What follows belongs to an exercise in optimizing a design on an open flow for small area and a short achievable clock period; a production flow would make more cautious choices.
Function not checked in this run: the RTL went through the layout flow alone.
No activity file was given, so power comes from the tool's default toggle rates.

## design.v

```verilog
module FIRLPF(
       input                     Clock,
       input                     Rst_n,
       input      signed  [31:0] InputData1,
       output     signed  [31:0] OutputData
);
reg [5:0] Count;
always @(posedge Clock or negedge Rst_n)
  if (!Rst_n)             Count <= 6'd0;
  else if (Count < 6'd39) Count <= Count + 6'd1;
  else                    Count <= 6'd0;
reg [22:0] rom;
always @* begin
  case (Count)
    6'd0: rom = 23'b00000001000000100000000;
    6'd1: rom = 23'b00000001000000100000000;
    6'd2: rom = 23'b00000001000000100000000;
    6'd3: rom = 23'b00000000100000000000000;
    6'd4: rom = 23'b00000000000000000000001;
    6'd5: rom = 23'b00000010000000010000000;
    6'd6: rom = 23'b00100000000000100000000;
    6'd7: rom = 23'b00100001000000000000000;
    6'd8: rom = 23'b00000000100000000000010;
    6'd9: rom = 23'b01000001000010000000000;
    6'd10: rom = 23'b00100000100001000000100;
    6'd11: rom = 23'b01001000000011000000010;
    6'd12: rom = 23'b00100000001000010100001;
    6'd13: rom = 23'b00000001010000000000100;
    6'd14: rom = 23'b01001000010001000000001;
    6'd15: rom = 23'b00001000000100010001000;
    6'd16: rom = 23'b00000100000011001000001;
    6'd17: rom = 23'b00100010001000000101000;
    6'd18: rom = 23'b10000000010000010011000;
    6'd19: rom = 23'b00110000010000011000001;
    6'd20: rom = 23'b00110000010000011000001;
    6'd21: rom = 23'b10000000010000010011000;
    6'd22: rom = 23'b00100010001000000101000;
    6'd23: rom = 23'b00000100000011001000001;
    6'd24: rom = 23'b00001000000100010001000;
    6'd25: rom = 23'b01001000010001000000001;
    6'd26: rom = 23'b00000001010000000000100;
    6'd27: rom = 23'b00100000001000010100001;
    6'd28: rom = 23'b01001000000011000000010;
    6'd29: rom = 23'b00100000100001000000100;
    6'd30: rom = 23'b01000001000010000000000;
    6'd31: rom = 23'b00000000100000000000010;
    6'd32: rom = 23'b00100001000000000000000;
    6'd33: rom = 23'b00100000000000100000000;
    6'd34: rom = 23'b00000010000000010000000;
    6'd35: rom = 23'b00000000000000000000001;
    6'd36: rom = 23'b00000000100000000000000;
    6'd37: rom = 23'b00000001000000100000000;
    6'd38: rom = 23'b00000001000000100000000;
    6'd39: rom = 23'b00000001000000100000000;
    default: rom = 23'b0;
  endcase
end
reg [31:0] xr;
reg [22:0] ctl;
always @(posedge Clock) begin
  xr  <= InputData1;
  ctl <= rom;
end
wire [31:0] xo = {~xr[31], xr[30:0]};
wire [3:0] sel0 = ctl[3:0];
wire [2:0] sel1 = ctl[6:4];
wire [2:0] sel2 = ctl[9:7];
wire [3:0] sel3 = ctl[13:10];
wire [5:0] sel4 = ctl[19:14];
wire [2:0] sel5 = ctl[22:20];
wire [31:0] n0_0 = ~xo;
wire [31:0] n0_2 = ~xo;
wire [39:0] row0 = ({40{sel0[0]}} & {7'd0, n0_0, 1'd0})
                   | ({40{sel0[1]}} & {5'd0, xo, 3'd0})
                   | ({40{sel0[2]}} & {2'd0, n0_2, 6'd0})
                   | ({40{sel0[3]}} & {xo[28:0], 11'd0});
wire [39:0] row1 = ({40{sel1[0]}} & {4'd0, xo, 4'd0})
                   | ({40{sel1[1]}} & {1'd0, xo, 7'd0})
                   | ({40{sel1[2]}} & {xo[28:0], 11'd0});
wire [31:0] n2_0 = ~xo;
wire [39:0] row2 = ({40{sel2[0]}} & {8'd0, n2_0})
                   | ({40{sel2[1]}} & {8'd0, xo})
                   | ({40{sel2[2]}} & {xo, 8'd0});
wire [31:0] n3_0 = ~xo;
wire [31:0] n3_1 = ~xo;
wire [39:0] row3 = ({40{sel3[0]}} & {8'd0, n3_0})
                   | ({40{sel3[1]}} & {n3_1, 8'd0})
                   | ({40{sel3[2]}} & {xo[30:0], 9'd0})
                   | ({40{sel3[3]}} & {xo[29:0], 10'd0});
wire [31:0] n4_2 = ~xo;
wire [31:0] n4_3 = ~xo;
wire [39:0] row4 = ({40{sel4[0]}} & {7'd0, xo, 1'd0})
                   | ({40{sel4[1]}} & {6'd0, xo, 2'd0})
                   | ({40{sel4[2]}} & {5'd0, n4_2, 3'd0})
                   | ({40{sel4[3]}} & {3'd0, n4_3, 5'd0})
                   | ({40{sel4[4]}} & {3'd0, xo, 5'd0})
                   | ({40{sel4[5]}} & {2'd0, xo, 6'd0});
wire [31:0] n5_0 = ~xo;
wire [31:0] n5_2 = ~xo;
wire [39:0] row5 = ({40{sel5[0]}} & {4'd0, n5_0, 4'd0})
                   | ({40{sel5[1]}} & {2'd0, xo, 6'd0})
                   | ({40{sel5[2]}} & {1'd0, n5_2, 7'd0});
reg restart;
always @(posedge Clock or negedge Rst_n)
  if (!Rst_n) restart <= 1'b0;
  else        restart <= (Count == 6'd0);
localparam [39:0] K = 40'hbc00000544;
reg [39:0] Ss, Sc;
wire [39:0] ss = restart ? K : Ss;
wire [39:0] sc = restart ? 40'd0 : Sc;
wire f0s = ss[0] ^ row2[0] ^ row3[0];
wire f0c = (ss[0] & row2[0]) | (ss[0] & row3[0]) | (row2[0] & row3[0]);
wire f1s = ss[1] ^ sc[1] ^ row0[1];
wire f1c = (ss[1] & sc[1]) | (ss[1] & row0[1]) | (sc[1] & row0[1]);
wire f2s = row2[1] ^ row3[1] ^ row4[1];
wire f2c = (row2[1] & row3[1]) | (row2[1] & row4[1]) | (row3[1] & row4[1]);
wire f3s = f0c ^ f1s ^ f2s;
wire f3c = (f0c & f1s) | (f0c & f2s) | (f1s & f2s);
wire f4s = ss[2] ^ sc[2] ^ row0[2];
wire f4c = (ss[2] & sc[2]) | (ss[2] & row0[2]) | (sc[2] & row0[2]);
wire f5s = row2[2] ^ row3[2] ^ row4[2];
wire f5c = (row2[2] & row3[2]) | (row2[2] & row4[2]) | (row3[2] & row4[2]);
wire f6s = f1c ^ f2c ^ f4s;
wire f6c = (f1c & f2c) | (f1c & f4s) | (f2c & f4s);
wire f7s = f5s ^ f3c ^ f6s;
wire f7c = (f5s & f3c) | (f5s & f6s) | (f3c & f6s);
wire f8s = ss[3] ^ sc[3] ^ row0[3];
wire f8c = (ss[3] & sc[3]) | (ss[3] & row0[3]) | (sc[3] & row0[3]);
wire f9s = row2[3] ^ row3[3] ^ row4[3];
wire f9c = (row2[3] & row3[3]) | (row2[3] & row4[3]) | (row3[3] & row4[3]);
wire f10s = f4c ^ f5c ^ f8s;
wire f10c = (f4c & f5c) | (f4c & f8s) | (f5c & f8s);
wire f11s = f9s ^ f6c ^ f10s;
wire f11c = (f9s & f6c) | (f9s & f10s) | (f6c & f10s);
wire f12s = ss[4] ^ sc[4] ^ row0[4];
wire f12c = (ss[4] & sc[4]) | (ss[4] & row0[4]) | (sc[4] & row0[4]);
wire f13s = row1[4] ^ row2[4] ^ row3[4];
wire f13c = (row1[4] & row2[4]) | (row1[4] & row3[4]) | (row2[4] & row3[4]);
wire f14s = row4[4] ^ row5[4] ^ f8c;
wire f14c = (row4[4] & row5[4]) | (row4[4] & f8c) | (row5[4] & f8c);
wire f15s = f9c ^ f12s ^ f13s;
wire f15c = (f9c & f12s) | (f9c & f13s) | (f12s & f13s);
wire f16s = f10c ^ f14s ^ f15s;
wire f16c = (f10c & f14s) | (f10c & f15s) | (f14s & f15s);
wire f17s = ss[5] ^ sc[5] ^ row0[5];
wire f17c = (ss[5] & sc[5]) | (ss[5] & row0[5]) | (sc[5] & row0[5]);
wire f18s = row1[5] ^ row2[5] ^ row3[5];
wire f18c = (row1[5] & row2[5]) | (row1[5] & row3[5]) | (row2[5] & row3[5]);
wire f19s = row4[5] ^ row5[5] ^ f12c;
wire f19c = (row4[5] & row5[5]) | (row4[5] & f12c) | (row5[5] & f12c);
wire f20s = f13c ^ f17s ^ f18s;
wire f20c = (f13c & f17s) | (f13c & f18s) | (f17s & f18s);
wire f21s = f14c ^ f15c ^ f19s;
wire f21c = (f14c & f15c) | (f14c & f19s) | (f15c & f19s);
wire f22s = f20s ^ f16c ^ f21s;
wire f22c = (f20s & f16c) | (f20s & f21s) | (f16c & f21s);
wire f23s = ss[6] ^ sc[6] ^ row0[6];
wire f23c = (ss[6] & sc[6]) | (ss[6] & row0[6]) | (sc[6] & row0[6]);
wire f24s = row1[6] ^ row2[6] ^ row3[6];
wire f24c = (row1[6] & row2[6]) | (row1[6] & row3[6]) | (row2[6] & row3[6]);
wire f25s = row4[6] ^ row5[6] ^ f17c;
wire f25c = (row4[6] & row5[6]) | (row4[6] & f17c) | (row5[6] & f17c);
wire f26s = f18c ^ f23s ^ f24s;
wire f26c = (f18c & f23s) | (f18c & f24s) | (f23s & f24s);
wire f27s = f19c ^ f20c ^ f25s;
wire f27c = (f19c & f20c) | (f19c & f25s) | (f20c & f25s);
wire f28s = f26s ^ f21c ^ f27s;
wire f28c = (f26s & f21c) | (f26s & f27s) | (f21c & f27s);
wire f29s = ss[7] ^ sc[7] ^ row0[7];
wire f29c = (ss[7] & sc[7]) | (ss[7] & row0[7]) | (sc[7] & row0[7]);
wire f30s = row1[7] ^ row2[7] ^ row3[7];
wire f30c = (row1[7] & row2[7]) | (row1[7] & row3[7]) | (row2[7] & row3[7]);
wire f31s = row4[7] ^ row5[7] ^ f23c;
wire f31c = (row4[7] & row5[7]) | (row4[7] & f23c) | (row5[7] & f23c);
wire f32s = f24c ^ f29s ^ f30s;
wire f32c = (f24c & f29s) | (f24c & f30s) | (f29s & f30s);
wire f33s = f25c ^ f26c ^ f31s;
wire f33c = (f25c & f26c) | (f25c & f31s) | (f26c & f31s);
wire f34s = f32s ^ f27c ^ f33s;
wire f34c = (f32s & f27c) | (f32s & f33s) | (f27c & f33s);
wire f35s = ss[8] ^ sc[8] ^ row0[8];
wire f35c = (ss[8] & sc[8]) | (ss[8] & row0[8]) | (sc[8] & row0[8]);
wire f36s = row1[8] ^ row2[8] ^ row3[8];
wire f36c = (row1[8] & row2[8]) | (row1[8] & row3[8]) | (row2[8] & row3[8]);
wire f37s = row4[8] ^ row5[8] ^ f29c;
wire f37c = (row4[8] & row5[8]) | (row4[8] & f29c) | (row5[8] & f29c);
wire f38s = f30c ^ f35s ^ f36s;
wire f38c = (f30c & f35s) | (f30c & f36s) | (f35s & f36s);
wire f39s = f31c ^ f32c ^ f37s;
wire f39c = (f31c & f32c) | (f31c & f37s) | (f32c & f37s);
wire f40s = f38s ^ f33c ^ f39s;
wire f40c = (f38s & f33c) | (f38s & f39s) | (f33c & f39s);
wire f41s = ss[9] ^ sc[9] ^ row0[9];
wire f41c = (ss[9] & sc[9]) | (ss[9] & row0[9]) | (sc[9] & row0[9]);
wire f42s = row1[9] ^ row2[9] ^ row3[9];
wire f42c = (row1[9] & row2[9]) | (row1[9] & row3[9]) | (row2[9] & row3[9]);
wire f43s = row4[9] ^ row5[9] ^ f35c;
wire f43c = (row4[9] & row5[9]) | (row4[9] & f35c) | (row5[9] & f35c);
wire f44s = f36c ^ f41s ^ f42s;
wire f44c = (f36c & f41s) | (f36c & f42s) | (f41s & f42s);
wire f45s = f37c ^ f38c ^ f43s;
wire f45c = (f37c & f38c) | (f37c & f43s) | (f38c & f43s);
wire f46s = f44s ^ f39c ^ f45s;
wire f46c = (f44s & f39c) | (f44s & f45s) | (f39c & f45s);
wire f47s = ss[10] ^ sc[10] ^ row0[10];
wire f47c = (ss[10] & sc[10]) | (ss[10] & row0[10]) | (sc[10] & row0[10]);
wire f48s = row1[10] ^ row2[10] ^ row3[10];
wire f48c = (row1[10] & row2[10]) | (row1[10] & row3[10]) | (row2[10] & row3[10]);
wire f49s = row4[10] ^ row5[10] ^ f41c;
wire f49c = (row4[10] & row5[10]) | (row4[10] & f41c) | (row5[10] & f41c);
wire f50s = f42c ^ f47s ^ f48s;
wire f50c = (f42c & f47s) | (f42c & f48s) | (f47s & f48s);
wire f51s = f43c ^ f44c ^ f49s;
wire f51c = (f43c & f44c) | (f43c & f49s) | (f44c & f49s);
wire f52s = f50s ^ f45c ^ f51s;
wire f52c = (f50s & f45c) | (f50s & f51s) | (f45c & f51s);
wire f53s = ss[11] ^ sc[11] ^ row0[11];
wire f53c = (ss[11] & sc[11]) | (ss[11] & row0[11]) | (sc[11] & row0[11]);
wire f54s = row1[11] ^ row2[11] ^ row3[11];
wire f54c = (row1[11] & row2[11]) | (row1[11] & row3[11]) | (row2[11] & row3[11]);
wire f55s = row4[11] ^ row5[11] ^ f47c;
wire f55c = (row4[11] & row5[11]) | (row4[11] & f47c) | (row5[11] & f47c);
wire f56s = f48c ^ f53s ^ f54s;
wire f56c = (f48c & f53s) | (f48c & f54s) | (f53s & f54s);
wire f57s = f49c ^ f50c ^ f55s;
wire f57c = (f49c & f50c) | (f49c & f55s) | (f50c & f55s);
wire f58s = f56s ^ f51c ^ f57s;
wire f58c = (f56s & f51c) | (f56s & f57s) | (f51c & f57s);
wire f59s = ss[12] ^ sc[12] ^ row0[12];
wire f59c = (ss[12] & sc[12]) | (ss[12] & row0[12]) | (sc[12] & row0[12]);
wire f60s = row1[12] ^ row2[12] ^ row3[12];
wire f60c = (row1[12] & row2[12]) | (row1[12] & row3[12]) | (row2[12] & row3[12]);
wire f61s = row4[12] ^ row5[12] ^ f53c;
wire f61c = (row4[12] & row5[12]) | (row4[12] & f53c) | (row5[12] & f53c);
wire f62s = f54c ^ f59s ^ f60s;
wire f62c = (f54c & f59s) | (f54c & f60s) | (f59s & f60s);
wire f63s = f55c ^ f56c ^ f61s;
wire f63c = (f55c & f56c) | (f55c & f61s) | (f56c & f61s);
wire f64s = f62s ^ f57c ^ f63s;
wire f64c = (f62s & f57c) | (f62s & f63s) | (f57c & f63s);
wire f65s = ss[13] ^ sc[13] ^ row0[13];
wire f65c = (ss[13] & sc[13]) | (ss[13] & row0[13]) | (sc[13] & row0[13]);
wire f66s = row1[13] ^ row2[13] ^ row3[13];
wire f66c = (row1[13] & row2[13]) | (row1[13] & row3[13]) | (row2[13] & row3[13]);
wire f67s = row4[13] ^ row5[13] ^ f59c;
wire f67c = (row4[13] & row5[13]) | (row4[13] & f59c) | (row5[13] & f59c);
wire f68s = f60c ^ f65s ^ f66s;
wire f68c = (f60c & f65s) | (f60c & f66s) | (f65s & f66s);
wire f69s = f61c ^ f62c ^ f67s;
wire f69c = (f61c & f62c) | (f61c & f67s) | (f62c & f67s);
wire f70s = f68s ^ f63c ^ f69s;
wire f70c = (f68s & f63c) | (f68s & f69s) | (f63c & f69s);
wire f71s = ss[14] ^ sc[14] ^ row0[14];
wire f71c = (ss[14] & sc[14]) | (ss[14] & row0[14]) | (sc[14] & row0[14]);
wire f72s = row1[14] ^ row2[14] ^ row3[14];
wire f72c = (row1[14] & row2[14]) | (row1[14] & row3[14]) | (row2[14] & row3[14]);
wire f73s = row4[14] ^ row5[14] ^ f65c;
wire f73c = (row4[14] & row5[14]) | (row4[14] & f65c) | (row5[14] & f65c);
wire f74s = f66c ^ f71s ^ f72s;
wire f74c = (f66c & f71s) | (f66c & f72s) | (f71s & f72s);
wire f75s = f67c ^ f68c ^ f73s;
wire f75c = (f67c & f68c) | (f67c & f73s) | (f68c & f73s);
wire f76s = f74s ^ f69c ^ f75s;
wire f76c = (f74s & f69c) | (f74s & f75s) | (f69c & f75s);
wire f77s = ss[15] ^ sc[15] ^ row0[15];
wire f77c = (ss[15] & sc[15]) | (ss[15] & row0[15]) | (sc[15] & row0[15]);
wire f78s = row1[15] ^ row2[15] ^ row3[15];
wire f78c = (row1[15] & row2[15]) | (row1[15] & row3[15]) | (row2[15] & row3[15]);
wire f79s = row4[15] ^ row5[15] ^ f71c;
wire f79c = (row4[15] & row5[15]) | (row4[15] & f71c) | (row5[15] & f71c);
wire f80s = f72c ^ f77s ^ f78s;
wire f80c = (f72c & f77s) | (f72c & f78s) | (f77s & f78s);
wire f81s = f73c ^ f74c ^ f79s;
wire f81c = (f73c & f74c) | (f73c & f79s) | (f74c & f79s);
wire f82s = f80s ^ f75c ^ f81s;
wire f82c = (f80s & f75c) | (f80s & f81s) | (f75c & f81s);
wire f83s = ss[16] ^ sc[16] ^ row0[16];
wire f83c = (ss[16] & sc[16]) | (ss[16] & row0[16]) | (sc[16] & row0[16]);
wire f84s = row1[16] ^ row2[16] ^ row3[16];
wire f84c = (row1[16] & row2[16]) | (row1[16] & row3[16]) | (row2[16] & row3[16]);
wire f85s = row4[16] ^ row5[16] ^ f77c;
wire f85c = (row4[16] & row5[16]) | (row4[16] & f77c) | (row5[16] & f77c);
wire f86s = f78c ^ f83s ^ f84s;
wire f86c = (f78c & f83s) | (f78c & f84s) | (f83s & f84s);
wire f87s = f79c ^ f80c ^ f85s;
wire f87c = (f79c & f80c) | (f79c & f85s) | (f80c & f85s);
wire f88s = f86s ^ f81c ^ f87s;
wire f88c = (f86s & f81c) | (f86s & f87s) | (f81c & f87s);
wire f89s = ss[17] ^ sc[17] ^ row0[17];
wire f89c = (ss[17] & sc[17]) | (ss[17] & row0[17]) | (sc[17] & row0[17]);
wire f90s = row1[17] ^ row2[17] ^ row3[17];
wire f90c = (row1[17] & row2[17]) | (row1[17] & row3[17]) | (row2[17] & row3[17]);
wire f91s = row4[17] ^ row5[17] ^ f83c;
wire f91c = (row4[17] & row5[17]) | (row4[17] & f83c) | (row5[17] & f83c);
wire f92s = f84c ^ f89s ^ f90s;
wire f92c = (f84c & f89s) | (f84c & f90s) | (f89s & f90s);
wire f93s = f85c ^ f86c ^ f91s;
wire f93c = (f85c & f86c) | (f85c & f91s) | (f86c & f91s);
wire f94s = f92s ^ f87c ^ f93s;
wire f94c = (f92s & f87c) | (f92s & f93s) | (f87c & f93s);
wire f95s = ss[18] ^ sc[18] ^ row0[18];
wire f95c = (ss[18] & sc[18]) | (ss[18] & row0[18]) | (sc[18] & row0[18]);
wire f96s = row1[18] ^ row2[18] ^ row3[18];
wire f96c = (row1[18] & row2[18]) | (row1[18] & row3[18]) | (row2[18] & row3[18]);
wire f97s = row4[18] ^ row5[18] ^ f89c;
wire f97c = (row4[18] & row5[18]) | (row4[18] & f89c) | (row5[18] & f89c);
wire f98s = f90c ^ f95s ^ f96s;
wire f98c = (f90c & f95s) | (f90c & f96s) | (f95s & f96s);
wire f99s = f91c ^ f92c ^ f97s;
wire f99c = (f91c & f92c) | (f91c & f97s) | (f92c & f97s);
wire f100s = f98s ^ f93c ^ f99s;
wire f100c = (f98s & f93c) | (f98s & f99s) | (f93c & f99s);
wire f101s = ss[19] ^ sc[19] ^ row0[19];
wire f101c = (ss[19] & sc[19]) | (ss[19] & row0[19]) | (sc[19] & row0[19]);
wire f102s = row1[19] ^ row2[19] ^ row3[19];
wire f102c = (row1[19] & row2[19]) | (row1[19] & row3[19]) | (row2[19] & row3[19]);
wire f103s = row4[19] ^ row5[19] ^ f95c;
wire f103c = (row4[19] & row5[19]) | (row4[19] & f95c) | (row5[19] & f95c);
wire f104s = f96c ^ f101s ^ f102s;
wire f104c = (f96c & f101s) | (f96c & f102s) | (f101s & f102s);
wire f105s = f97c ^ f98c ^ f103s;
wire f105c = (f97c & f98c) | (f97c & f103s) | (f98c & f103s);
wire f106s = f104s ^ f99c ^ f105s;
wire f106c = (f104s & f99c) | (f104s & f105s) | (f99c & f105s);
wire f107s = ss[20] ^ sc[20] ^ row0[20];
wire f107c = (ss[20] & sc[20]) | (ss[20] & row0[20]) | (sc[20] & row0[20]);
wire f108s = row1[20] ^ row2[20] ^ row3[20];
wire f108c = (row1[20] & row2[20]) | (row1[20] & row3[20]) | (row2[20] & row3[20]);
wire f109s = row4[20] ^ row5[20] ^ f101c;
wire f109c = (row4[20] & row5[20]) | (row4[20] & f101c) | (row5[20] & f101c);
wire f110s = f102c ^ f107s ^ f108s;
wire f110c = (f102c & f107s) | (f102c & f108s) | (f107s & f108s);
wire f111s = f103c ^ f104c ^ f109s;
wire f111c = (f103c & f104c) | (f103c & f109s) | (f104c & f109s);
wire f112s = f110s ^ f105c ^ f111s;
wire f112c = (f110s & f105c) | (f110s & f111s) | (f105c & f111s);
wire f113s = ss[21] ^ sc[21] ^ row0[21];
wire f113c = (ss[21] & sc[21]) | (ss[21] & row0[21]) | (sc[21] & row0[21]);
wire f114s = row1[21] ^ row2[21] ^ row3[21];
wire f114c = (row1[21] & row2[21]) | (row1[21] & row3[21]) | (row2[21] & row3[21]);
wire f115s = row4[21] ^ row5[21] ^ f107c;
wire f115c = (row4[21] & row5[21]) | (row4[21] & f107c) | (row5[21] & f107c);
wire f116s = f108c ^ f113s ^ f114s;
wire f116c = (f108c & f113s) | (f108c & f114s) | (f113s & f114s);
wire f117s = f109c ^ f110c ^ f115s;
wire f117c = (f109c & f110c) | (f109c & f115s) | (f110c & f115s);
wire f118s = f116s ^ f111c ^ f117s;
wire f118c = (f116s & f111c) | (f116s & f117s) | (f111c & f117s);
wire f119s = ss[22] ^ sc[22] ^ row0[22];
wire f119c = (ss[22] & sc[22]) | (ss[22] & row0[22]) | (sc[22] & row0[22]);
wire f120s = row1[22] ^ row2[22] ^ row3[22];
wire f120c = (row1[22] & row2[22]) | (row1[22] & row3[22]) | (row2[22] & row3[22]);
wire f121s = row4[22] ^ row5[22] ^ f113c;
wire f121c = (row4[22] & row5[22]) | (row4[22] & f113c) | (row5[22] & f113c);
wire f122s = f114c ^ f119s ^ f120s;
wire f122c = (f114c & f119s) | (f114c & f120s) | (f119s & f120s);
wire f123s = f115c ^ f116c ^ f121s;
wire f123c = (f115c & f116c) | (f115c & f121s) | (f116c & f121s);
wire f124s = f122s ^ f117c ^ f123s;
wire f124c = (f122s & f117c) | (f122s & f123s) | (f117c & f123s);
wire f125s = ss[23] ^ sc[23] ^ row0[23];
wire f125c = (ss[23] & sc[23]) | (ss[23] & row0[23]) | (sc[23] & row0[23]);
wire f126s = row1[23] ^ row2[23] ^ row3[23];
wire f126c = (row1[23] & row2[23]) | (row1[23] & row3[23]) | (row2[23] & row3[23]);
wire f127s = row4[23] ^ row5[23] ^ f119c;
wire f127c = (row4[23] & row5[23]) | (row4[23] & f119c) | (row5[23] & f119c);
wire f128s = f120c ^ f125s ^ f126s;
wire f128c = (f120c & f125s) | (f120c & f126s) | (f125s & f126s);
wire f129s = f121c ^ f122c ^ f127s;
wire f129c = (f121c & f122c) | (f121c & f127s) | (f122c & f127s);
wire f130s = f128s ^ f123c ^ f129s;
wire f130c = (f128s & f123c) | (f128s & f129s) | (f123c & f129s);
wire f131s = ss[24] ^ sc[24] ^ row0[24];
wire f131c = (ss[24] & sc[24]) | (ss[24] & row0[24]) | (sc[24] & row0[24]);
wire f132s = row1[24] ^ row2[24] ^ row3[24];
wire f132c = (row1[24] & row2[24]) | (row1[24] & row3[24]) | (row2[24] & row3[24]);
wire f133s = row4[24] ^ row5[24] ^ f125c;
wire f133c = (row4[24] & row5[24]) | (row4[24] & f125c) | (row5[24] & f125c);
wire f134s = f126c ^ f131s ^ f132s;
wire f134c = (f126c & f131s) | (f126c & f132s) | (f131s & f132s);
wire f135s = f127c ^ f128c ^ f133s;
wire f135c = (f127c & f128c) | (f127c & f133s) | (f128c & f133s);
wire f136s = f134s ^ f129c ^ f135s;
wire f136c = (f134s & f129c) | (f134s & f135s) | (f129c & f135s);
wire f137s = ss[25] ^ sc[25] ^ row0[25];
wire f137c = (ss[25] & sc[25]) | (ss[25] & row0[25]) | (sc[25] & row0[25]);
wire f138s = row1[25] ^ row2[25] ^ row3[25];
wire f138c = (row1[25] & row2[25]) | (row1[25] & row3[25]) | (row2[25] & row3[25]);
wire f139s = row4[25] ^ row5[25] ^ f131c;
wire f139c = (row4[25] & row5[25]) | (row4[25] & f131c) | (row5[25] & f131c);
wire f140s = f132c ^ f137s ^ f138s;
wire f140c = (f132c & f137s) | (f132c & f138s) | (f137s & f138s);
wire f141s = f133c ^ f134c ^ f139s;
wire f141c = (f133c & f134c) | (f133c & f139s) | (f134c & f139s);
wire f142s = f140s ^ f135c ^ f141s;
wire f142c = (f140s & f135c) | (f140s & f141s) | (f135c & f141s);
wire f143s = ss[26] ^ sc[26] ^ row0[26];
wire f143c = (ss[26] & sc[26]) | (ss[26] & row0[26]) | (sc[26] & row0[26]);
wire f144s = row1[26] ^ row2[26] ^ row3[26];
wire f144c = (row1[26] & row2[26]) | (row1[26] & row3[26]) | (row2[26] & row3[26]);
wire f145s = row4[26] ^ row5[26] ^ f137c;
wire f145c = (row4[26] & row5[26]) | (row4[26] & f137c) | (row5[26] & f137c);
wire f146s = f138c ^ f143s ^ f144s;
wire f146c = (f138c & f143s) | (f138c & f144s) | (f143s & f144s);
wire f147s = f139c ^ f140c ^ f145s;
wire f147c = (f139c & f140c) | (f139c & f145s) | (f140c & f145s);
wire f148s = f146s ^ f141c ^ f147s;
wire f148c = (f146s & f141c) | (f146s & f147s) | (f141c & f147s);
wire f149s = ss[27] ^ sc[27] ^ row0[27];
wire f149c = (ss[27] & sc[27]) | (ss[27] & row0[27]) | (sc[27] & row0[27]);
wire f150s = row1[27] ^ row2[27] ^ row3[27];
wire f150c = (row1[27] & row2[27]) | (row1[27] & row3[27]) | (row2[27] & row3[27]);
wire f151s = row4[27] ^ row5[27] ^ f143c;
wire f151c = (row4[27] & row5[27]) | (row4[27] & f143c) | (row5[27] & f143c);
wire f152s = f144c ^ f149s ^ f150s;
wire f152c = (f144c & f149s) | (f144c & f150s) | (f149s & f150s);
wire f153s = f145c ^ f146c ^ f151s;
wire f153c = (f145c & f146c) | (f145c & f151s) | (f146c & f151s);
wire f154s = f152s ^ f147c ^ f153s;
wire f154c = (f152s & f147c) | (f152s & f153s) | (f147c & f153s);
wire f155s = ss[28] ^ sc[28] ^ row0[28];
wire f155c = (ss[28] & sc[28]) | (ss[28] & row0[28]) | (sc[28] & row0[28]);
wire f156s = row1[28] ^ row2[28] ^ row3[28];
wire f156c = (row1[28] & row2[28]) | (row1[28] & row3[28]) | (row2[28] & row3[28]);
wire f157s = row4[28] ^ row5[28] ^ f149c;
wire f157c = (row4[28] & row5[28]) | (row4[28] & f149c) | (row5[28] & f149c);
wire f158s = f150c ^ f155s ^ f156s;
wire f158c = (f150c & f155s) | (f150c & f156s) | (f155s & f156s);
wire f159s = f151c ^ f152c ^ f157s;
wire f159c = (f151c & f152c) | (f151c & f157s) | (f152c & f157s);
wire f160s = f158s ^ f153c ^ f159s;
wire f160c = (f158s & f153c) | (f158s & f159s) | (f153c & f159s);
wire f161s = ss[29] ^ sc[29] ^ row0[29];
wire f161c = (ss[29] & sc[29]) | (ss[29] & row0[29]) | (sc[29] & row0[29]);
wire f162s = row1[29] ^ row2[29] ^ row3[29];
wire f162c = (row1[29] & row2[29]) | (row1[29] & row3[29]) | (row2[29] & row3[29]);
wire f163s = row4[29] ^ row5[29] ^ f155c;
wire f163c = (row4[29] & row5[29]) | (row4[29] & f155c) | (row5[29] & f155c);
wire f164s = f156c ^ f161s ^ f162s;
wire f164c = (f156c & f161s) | (f156c & f162s) | (f161s & f162s);
wire f165s = f157c ^ f158c ^ f163s;
wire f165c = (f157c & f158c) | (f157c & f163s) | (f158c & f163s);
wire f166s = f164s ^ f159c ^ f165s;
wire f166c = (f164s & f159c) | (f164s & f165s) | (f159c & f165s);
wire f167s = ss[30] ^ sc[30] ^ row0[30];
wire f167c = (ss[30] & sc[30]) | (ss[30] & row0[30]) | (sc[30] & row0[30]);
wire f168s = row1[30] ^ row2[30] ^ row3[30];
wire f168c = (row1[30] & row2[30]) | (row1[30] & row3[30]) | (row2[30] & row3[30]);
wire f169s = row4[30] ^ row5[30] ^ f161c;
wire f169c = (row4[30] & row5[30]) | (row4[30] & f161c) | (row5[30] & f161c);
wire f170s = f162c ^ f167s ^ f168s;
wire f170c = (f162c & f167s) | (f162c & f168s) | (f167s & f168s);
wire f171s = f163c ^ f164c ^ f169s;
wire f171c = (f163c & f164c) | (f163c & f169s) | (f164c & f169s);
wire f172s = f170s ^ f165c ^ f171s;
wire f172c = (f170s & f165c) | (f170s & f171s) | (f165c & f171s);
wire f173s = ss[31] ^ sc[31] ^ row0[31];
wire f173c = (ss[31] & sc[31]) | (ss[31] & row0[31]) | (sc[31] & row0[31]);
wire f174s = row1[31] ^ row2[31] ^ row3[31];
wire f174c = (row1[31] & row2[31]) | (row1[31] & row3[31]) | (row2[31] & row3[31]);
wire f175s = row4[31] ^ row5[31] ^ f167c;
wire f175c = (row4[31] & row5[31]) | (row4[31] & f167c) | (row5[31] & f167c);
wire f176s = f168c ^ f173s ^ f174s;
wire f176c = (f168c & f173s) | (f168c & f174s) | (f173s & f174s);
wire f177s = f169c ^ f170c ^ f175s;
wire f177c = (f169c & f170c) | (f169c & f175s) | (f170c & f175s);
wire f178s = f176s ^ f171c ^ f177s;
wire f178c = (f176s & f171c) | (f176s & f177s) | (f171c & f177s);
wire f179s = ss[32] ^ sc[32] ^ row0[32];
wire f179c = (ss[32] & sc[32]) | (ss[32] & row0[32]) | (sc[32] & row0[32]);
wire f180s = row1[32] ^ row2[32] ^ row3[32];
wire f180c = (row1[32] & row2[32]) | (row1[32] & row3[32]) | (row2[32] & row3[32]);
wire f181s = row4[32] ^ row5[32] ^ f173c;
wire f181c = (row4[32] & row5[32]) | (row4[32] & f173c) | (row5[32] & f173c);
wire f182s = f174c ^ f179s ^ f180s;
wire f182c = (f174c & f179s) | (f174c & f180s) | (f179s & f180s);
wire f183s = f175c ^ f176c ^ f181s;
wire f183c = (f175c & f176c) | (f175c & f181s) | (f176c & f181s);
wire f184s = f182s ^ f177c ^ f183s;
wire f184c = (f182s & f177c) | (f182s & f183s) | (f177c & f183s);
wire f185s = ss[33] ^ sc[33] ^ row0[33];
wire f185c = (ss[33] & sc[33]) | (ss[33] & row0[33]) | (sc[33] & row0[33]);
wire f186s = row1[33] ^ row2[33] ^ row3[33];
wire f186c = (row1[33] & row2[33]) | (row1[33] & row3[33]) | (row2[33] & row3[33]);
wire f187s = row4[33] ^ row5[33] ^ f179c;
wire f187c = (row4[33] & row5[33]) | (row4[33] & f179c) | (row5[33] & f179c);
wire f188s = f180c ^ f185s ^ f186s;
wire f188c = (f180c & f185s) | (f180c & f186s) | (f185s & f186s);
wire f189s = f181c ^ f182c ^ f187s;
wire f189c = (f181c & f182c) | (f181c & f187s) | (f182c & f187s);
wire f190s = f188s ^ f183c ^ f189s;
wire f190c = (f188s & f183c) | (f188s & f189s) | (f183c & f189s);
wire f191s = ss[34] ^ sc[34] ^ row0[34];
wire f191c = (ss[34] & sc[34]) | (ss[34] & row0[34]) | (sc[34] & row0[34]);
wire f192s = row1[34] ^ row2[34] ^ row3[34];
wire f192c = (row1[34] & row2[34]) | (row1[34] & row3[34]) | (row2[34] & row3[34]);
wire f193s = row4[34] ^ row5[34] ^ f185c;
wire f193c = (row4[34] & row5[34]) | (row4[34] & f185c) | (row5[34] & f185c);
wire f194s = f186c ^ f191s ^ f192s;
wire f194c = (f186c & f191s) | (f186c & f192s) | (f191s & f192s);
wire f195s = f187c ^ f188c ^ f193s;
wire f195c = (f187c & f188c) | (f187c & f193s) | (f188c & f193s);
wire f196s = f194s ^ f189c ^ f195s;
wire f196c = (f194s & f189c) | (f194s & f195s) | (f189c & f195s);
wire f197s = ss[35] ^ sc[35] ^ row0[35];
wire f197c = (ss[35] & sc[35]) | (ss[35] & row0[35]) | (sc[35] & row0[35]);
wire f198s = row1[35] ^ row2[35] ^ row3[35];
wire f198c = (row1[35] & row2[35]) | (row1[35] & row3[35]) | (row2[35] & row3[35]);
wire f199s = row4[35] ^ row5[35] ^ f191c;
wire f199c = (row4[35] & row5[35]) | (row4[35] & f191c) | (row5[35] & f191c);
wire f200s = f192c ^ f197s ^ f198s;
wire f200c = (f192c & f197s) | (f192c & f198s) | (f197s & f198s);
wire f201s = f193c ^ f194c ^ f199s;
wire f201c = (f193c & f194c) | (f193c & f199s) | (f194c & f199s);
wire f202s = f200s ^ f195c ^ f201s;
wire f202c = (f200s & f195c) | (f200s & f201s) | (f195c & f201s);
wire f203s = ss[36] ^ sc[36] ^ row0[36];
wire f203c = (ss[36] & sc[36]) | (ss[36] & row0[36]) | (sc[36] & row0[36]);
wire f204s = row1[36] ^ row2[36] ^ row3[36];
wire f204c = (row1[36] & row2[36]) | (row1[36] & row3[36]) | (row2[36] & row3[36]);
wire f205s = row4[36] ^ row5[36] ^ f197c;
wire f205c = (row4[36] & row5[36]) | (row4[36] & f197c) | (row5[36] & f197c);
wire f206s = f198c ^ f203s ^ f204s;
wire f206c = (f198c & f203s) | (f198c & f204s) | (f203s & f204s);
wire f207s = f199c ^ f200c ^ f205s;
wire f207c = (f199c & f200c) | (f199c & f205s) | (f200c & f205s);
wire f208s = f206s ^ f201c ^ f207s;
wire f208c = (f206s & f201c) | (f206s & f207s) | (f201c & f207s);
wire f209s = ss[37] ^ sc[37] ^ row0[37];
wire f209c = (ss[37] & sc[37]) | (ss[37] & row0[37]) | (sc[37] & row0[37]);
wire f210s = row1[37] ^ row2[37] ^ row3[37];
wire f210c = (row1[37] & row2[37]) | (row1[37] & row3[37]) | (row2[37] & row3[37]);
wire f211s = row4[37] ^ row5[37] ^ f203c;
wire f211c = (row4[37] & row5[37]) | (row4[37] & f203c) | (row5[37] & f203c);
wire f212s = f204c ^ f209s ^ f210s;
wire f212c = (f204c & f209s) | (f204c & f210s) | (f209s & f210s);
wire f213s = f205c ^ f206c ^ f211s;
wire f213c = (f205c & f206c) | (f205c & f211s) | (f206c & f211s);
wire f214s = f212s ^ f207c ^ f213s;
wire f214c = (f212s & f207c) | (f212s & f213s) | (f207c & f213s);
wire f215s = ss[38] ^ sc[38] ^ row0[38];
wire f215c = (ss[38] & sc[38]) | (ss[38] & row0[38]) | (sc[38] & row0[38]);
wire f216s = row1[38] ^ row2[38] ^ row3[38];
wire f216c = (row1[38] & row2[38]) | (row1[38] & row3[38]) | (row2[38] & row3[38]);
wire f217s = row5[38] ^ f209c ^ f210c;
wire f217c = (row5[38] & f209c) | (row5[38] & f210c) | (f209c & f210c);
wire f218s = f215s ^ f216s ^ f211c;
wire f218c = (f215s & f216s) | (f215s & f211c) | (f216s & f211c);
wire f219s = f212c ^ f217s ^ f213c;
wire f219c = (f212c & f217s) | (f212c & f213c) | (f217s & f213c);
wire f220s = f218s ^ f214c ^ f219s;
wire f220c = (f218s & f214c) | (f218s & f219s) | (f214c & f219s);
wire f221s = ss[39] ^ sc[39] ^ row0[39];
wire f221c = (ss[39] & sc[39]) | (ss[39] & row0[39]) | (sc[39] & row0[39]);
wire f222s = row1[39] ^ row2[39] ^ row3[39];
wire f222c = (row1[39] & row2[39]) | (row1[39] & row3[39]) | (row2[39] & row3[39]);
wire f223s = f215c ^ f216c ^ f221s;
wire f223c = (f215c & f216c) | (f215c & f221s) | (f216c & f221s);
wire f224s = f222s ^ f217c ^ f223s;
wire f224c = (f222s & f217c) | (f222s & f223s) | (f217c & f223s);
wire f225s = f218c ^ f224s ^ f219c;
wire f225c = (f218c & f224s) | (f218c & f219c) | (f224s & f219c);
always @(posedge Clock) begin
  Ss <= {f220c, f220s, f208c, f202c, f196c, f190c, f184c, f178c, f172c, f166c, f160c, f154c, f148c, f142c, f136c, f130c, f124c, f118c, f112c, f106c, f100c, f94c, f88c, f82c, f76c, f70c, f64c, f58c, f52c, f46c, f40c, f34c, f28c, f22c, f22s, f11c, f7c, f7s, f3s, f0s};
  Sc <= {f225s, 1'b0, f214s, f208s, f202s, f196s, f190s, f184s, f178s, f172s, f166s, f160s, f154s, f148s, f142s, f136s, f130s, f124s, f118s, f112s, f106s, f100s, f94s, f88s, f82s, f76s, f70s, f64s, f58s, f52s, f46s, f40s, f34s, f28s, 1'b0, f16s, f11s, 1'b0, 1'b0, 1'b0};
end
wire [39:0] Ssum = Ss + Sc;
wire [24:0] Sfin = Ssum[39:15];
reg [3:0] nins;
always @(posedge Clock or negedge Rst_n)
  if (!Rst_n)                        nins <= 4'd0;
  else if (restart && nins != 4'd10) nins <= nins + 4'd1;
reg [24:0] R0, R1, R2, R3, R4, R5, R6, R7, R8;
always @(posedge Clock) begin
  R0 <= restart ? Sfin : R8;
  R1 <= R0; R2 <= R1; R3 <= R2; R4 <= R3;
  R5 <= R4; R6 <= R5; R7 <= R6; R8 <= R7;
end
reg upd;
always @(posedge Clock or negedge Rst_n)
  if (!Rst_n) upd <= 1'b0;
  else        upd <= (Count == 6'd39);
wire [24:0] add = (nins >= 4'd2)  ? R2 : 25'd0;
wire [24:0] sub = (nins == 4'd10) ? R7 : 25'd0;
reg  [27:0] U;
always @(posedge Clock or negedge Rst_n)
  if (!Rst_n)   U <= 28'd0;
  else if (upd) U <= U + {{3{add[24]}}, add} - {{3{sub[24]}}, sub};
assign OutputData = {{7{U[27]}}, U[27:3]};
endmodule
```

## run.sh

```bash
#!/bin/bash
# synth_recipe.tcl (not shown) runs the flow's synth.tcl, then flattens the netlist and writes it again
# the make line also repeats each setting of config.mk as NAME=value (left out here)
make -C /OpenROAD-flow-scripts/flow DESIGN_CONFIG=/design/flow/config.mk WORK_HOME=/design/flow/orfs CLKGATE_MAP_FILE= SYNTH_SCRIPT=/design/flow/synth_recipe.tcl finish
```

## constraint.sdc

```tcl
create_clock -name core_clock -period 11.0 [get_ports {Clock}]
set_input_delay 2.2000 -clock core_clock [delete_from_list [all_inputs] [get_ports {Clock}]]
set_output_delay 2.2000 -clock core_clock [all_outputs]
set_load 0.01 [all_outputs]
```

## config.mk

```make
export PLATFORM = sky130hd
export DESIGN_NAME = FIRLPF
export DESIGN_NICKNAME = FIRLPF
export VERILOG_FILES = /design/flow/design.v
export SDC_FILE = /design/flow/constraint.sdc
export NUM_CORES = 4
export LEC_CHECK = 0
export ABC_CLOCK_PERIOD_IN_PS = 3000
export CAP_MARGIN = 20
export CORE_MARGIN = 2
export CORE_UTILIZATION = 40
export SLEW_MARGIN = 20
```

==> run summary <==
[through the flow]
step,setup slack [ns],util,instance area [sq um]
finish,6.15,0.447,25300
global placement,6.25,0.421,23800
CTS,6.14,0.447,25300
global route,5.90,0.447,25300
detailed placement,6.14,0.421,23800
floorplan,6.92,-,23000
[cell families (layout without fill, tap and decap cells)]
group	Yosys count	count (layout)	share of synthesized area
compound gates	490	490	0.161
xor+xnor	55	55	0.0210
fa+ha+maj	325	325	0.257
buf+inv	483	442	0.0842
flops	393	393	0.351
mux	78	78	0.0357
simple gates	416	416	0.0908
[area by class of cell]
class                           instances  area share
Multi-Input combinational cell       1364       0.513
Sequential cell                       393       0.319
Clock buffer                           57      0.0475
Inverter                              280      0.0415
Tap cell                              756      0.0374
Timing Repair Buffer                   86      0.0317
Clock inverter                         19      0.0100
[flip-flops by register name (all words and copies together), names as in the netlist]
| register | count |
|---|---|
| Count | 6 |
| ctl | 21 |
| R7 | 25 |
| Ss | 40 |
| U | 28 |
| R6 | 25 |
| restart | 1 |
| nins | 4 |
| R2 | 25 |
| R8 | 25 |
| R5 | 25 |
| Sc | 35 |
| R4 | 25 |
| R3 | 25 |
| xr | 32 |
| R0 | 25 |
| R1 | 25 |
| upd | 1 |
[report_power, final]
| part | leakage (nW) | switching, mW | internal (mW) |
|---|---|---|---|
| clock network | 0.712 | 0.599 | 0.871 |
| registers | 3.47 | 0.195 | 1.70 |
| logic | 6.19 | 1.61 | 1.15 |
| total | 10.4 | 2.41 | 3.72 |
[routing by layer]
metal / track usage / vias to the layer above
met5: 0 / -
met4: 0.0753 / 0
met3: 0.0408 / 156
met2: 0.294 / 871
met1: 0.286 / 7950
li1: - / 7489
[how the worst max path moves through the flow]
stage	from	slack (ns)	end
finish	nins[0]	6.15	U[22]
global route	nins[0]	5.90	U[22]
CTS	nins[0]	6.14	U[22]
detailed placement	nins[0]	6.14	U[22]
global placement	nins[0]	6.25	U[22]
floorplan	nins[0]	6.92	U[22]
[cell usage in the layout (no fill, tap or decap), types with 6 or more instances in the layout]
| cell type | synthesis | layout |
|---|---|---|
| a221oi_1 | 99 | 99 |
| a21oi_1 | 68 | 68 |
| o21ai_0 | 40 | 40 |
| nand2_1 | 134 | 134 |
| mux2i_1 | 47 | 47 |
| dfrtp_1 | 40 | 39 |
| nor3_1 | 12 | 12 |
| o221ai_1 | 11 | 11 |
| xor2_1 | 15 | 15 |
| o22ai_1 | 48 | 48 |
| o211ai_1 | 27 | 27 |
| a211oi_1 | 12 | 12 |
| or2_2 | 9 | 9 |
| mux2_2 | 31 | 31 |
| nor2b_1 | 37 | 37 |
| inv_1 | 277 | 277 |
| clkbuf_1 | 149 | 9 |
| o21a_1 | 8 | 8 |
| and2_1 | 39 | 39 |
| nand2b_1 | 66 | 66 |
| nand3_1 | 19 | 19 |
| clkinv_2 | 0 | 6 |
| nor2_1 | 66 | 66 |
| or3_1 | 7 | 7 |
| ha_1 | 81 | 81 |
| dfxtp_1 | 353 | 351 |
| a222oi_1 | 60 | 60 |
| nand4_1 | 9 | 9 |
| o21ai_1 | 18 | 18 |
| xnor2_1 | 40 | 40 |
| o21bai_1 | 6 | 6 |
| a21o_1 | 19 | 19 |
| clkdlybuf4s50_1 | 0 | 64 |
| fa_1 | 244 | 244 |
| a22oi_1 | 20 | 20 |
| clkbuf_16 | 0 | 45 |
| buf_4 | 32 | 21 |
==> reports/qor.txt <==
Run status: finished clean
Crit path DAT: 5.28 ns
Max stage delay cell, worst path: or4_1
Highest Signal Layer: met4
CTS-repair resized insts: 0
CTS root buf: clkbuf_16
MaxCap Viol Count: 0
Routed Antenna Nets: 0
Period utilization: 0.441
Die X: 244 um
Clk Latency, worst-skew pair: 0.59 ns
Fill count: 5403
Clock buffer depth: 3
Die footprint: 59400 sq um
Crit. path cell count: 15
Slew HR: 0.226
# IOs: 66
Top cell type's share of synthesized area: 0.308
H-tree depth: 2
Max incr delay on CP: 0.82 ns
Via-to-Cell Ratio: 5.57
Worst reg2reg path depth: 15
Placer congestion estimate: 0.868
Pin count of the biggest net entering global routing: 65
Clk_skew: 0.0294 ns
Wl on met1: 26400 um
Total Wirelength: 58600 um
Remaining DRCs: 0
RSZ-0062 raised after global routing: no
WHS: 0.316 ns
Nets: 2527
Reg clk slew, reported paths: 0.06 ns
Area leader, netlist: dfxtp_1
Hold Path Class: reg -> reg
Leak pwr: 10.4 nW
Final Power: 6.13 mW
Syn_nets: 2599
Pins over their slew limit: 0
DRT Pass-1 Iters: 10
CP delay by family, top: simple AND/OR/NAND/NOR gates
Fin cells: 2955
R2r endpoint: U[22]
Sequential fraction of the synthesis area: 0.351
Hold Vio Cnt, Final: 0
RR Startpoint: nins[0]
DR WL/cell: 19.8 um
Post-Syn Area per Cell: 10.3 sq um
DRT iter0 DRCs: 2107
Top cells by count, synth: 353 x dfxtp_1, 277 x inv_1, 244 x fa_1, 149 x clkbuf_1, 134 x nand2_1
Max FO, Critical Path: 25
Die Height: 244 um
Number of global-route vias before repair: 17000
Synthesis warning total: 1
Initial antenna violation count: 1
Via Count: 16500
Most frequent cell after synthesis: dfxtp_1
Total CTS buffers: 43
Top cells by area, synth: dfxtp_1 31%, fa_1 21%, inv_1 4.5%
Grt total ovfl: 0
Top FF cell, synth: dfxtp_1
Power per cell area: 242 nW/um^2
Seq. cell area: 8070 sq um
Synth-to-layout area growth: 10.1%
Post-CTS setup buffers: 0
Post-synthesis sequential element count: 393
R2R Setup Slk: 6.15 ns
Clock Sinks: 393
Final setup viols: 0
Core area: 56600 sq um
Mapped Cells: 2240
IO Port Bufs: 65
Worst Hold Depth: 0
Post-synth EDFFs: 0
First-pass GRT wire length: 94800 um
Synth unique cells: 77
Worst path required time: 11.43 ns
Critical Path Sink Type: flop
Detail Placement HPWL: 40800 um
Share of cells above drive strength 1: 0.0641
GR Util All Layers: 0.199
Ant. Diodes: 0
Maximum vdd ir drop: 116 uV
Initial core utilization: 0.406
WP buf/inv: 2
TNS Setup: 0 ns
Met2 routed WL: 25200 um
Syn Std Cell Area: 23000 sq um
Slew at the pin with the worst max-slew slack: 1.16 ns
TritonCTS clock tree: done
Async SR Flop Fraction: 0.102
HP Start: R1[11]
Worst setup SP type: flop
Crit path kind: reg -> reg
Fin crit period: 4.85 ns
Row count: 87
Met3 WL: 5160 um
Cts hold-fix bufs: 0
Fmax: 206 MHz
Multi-input logic area: 13000 sq um
Hold EP: R2[11]
Post-Place Cells: 2879
Critical-path cell list: inv_1, ha_1, or4_1, and2_1, fa_1, inv_1, fa_1, nand2b_1, a21oi_1, o311a_1, or4b_1, a31o_1, a221oi_4, xor2_1, mux2i_1

==> afterwards: timing with drivers on the ports <==
In the flow no input, the clock included, has a driving cell. The finished layout below was timed again as built, in two steps. Step 1 (the two cells are an assumption about what drives the block):
set clk [get_ports {Clock}]
set_driving_cell -lib_cell sky130_fd_sc_hd__clkbuf_16 $clk
set_driving_cell -lib_cell sky130_fd_sc_hd__buf_2 [delete_from_list [all_inputs] $clk]
Step 2 times the ports against the registers' clock, not the clock port: input delays grow and output delays shrink by t, the midpoint of the rising clock arrivals with the driver on. a / b / c = ideal / step 1 / step 2; a / b = the first two.
t, ns: 0.627
setup slack, ns: 6.150 / 6.150 / 6.150
latest minus earliest clock arrival (ns): 0.030 / 0.030
slew at the worst register clock pin (ns): 0.07 / 0.07
After both steps setup and hold are still met in this run. For this run, drivers alone change the setup slack by 0.000 ns; drivers and shift together by 0.000 ns.
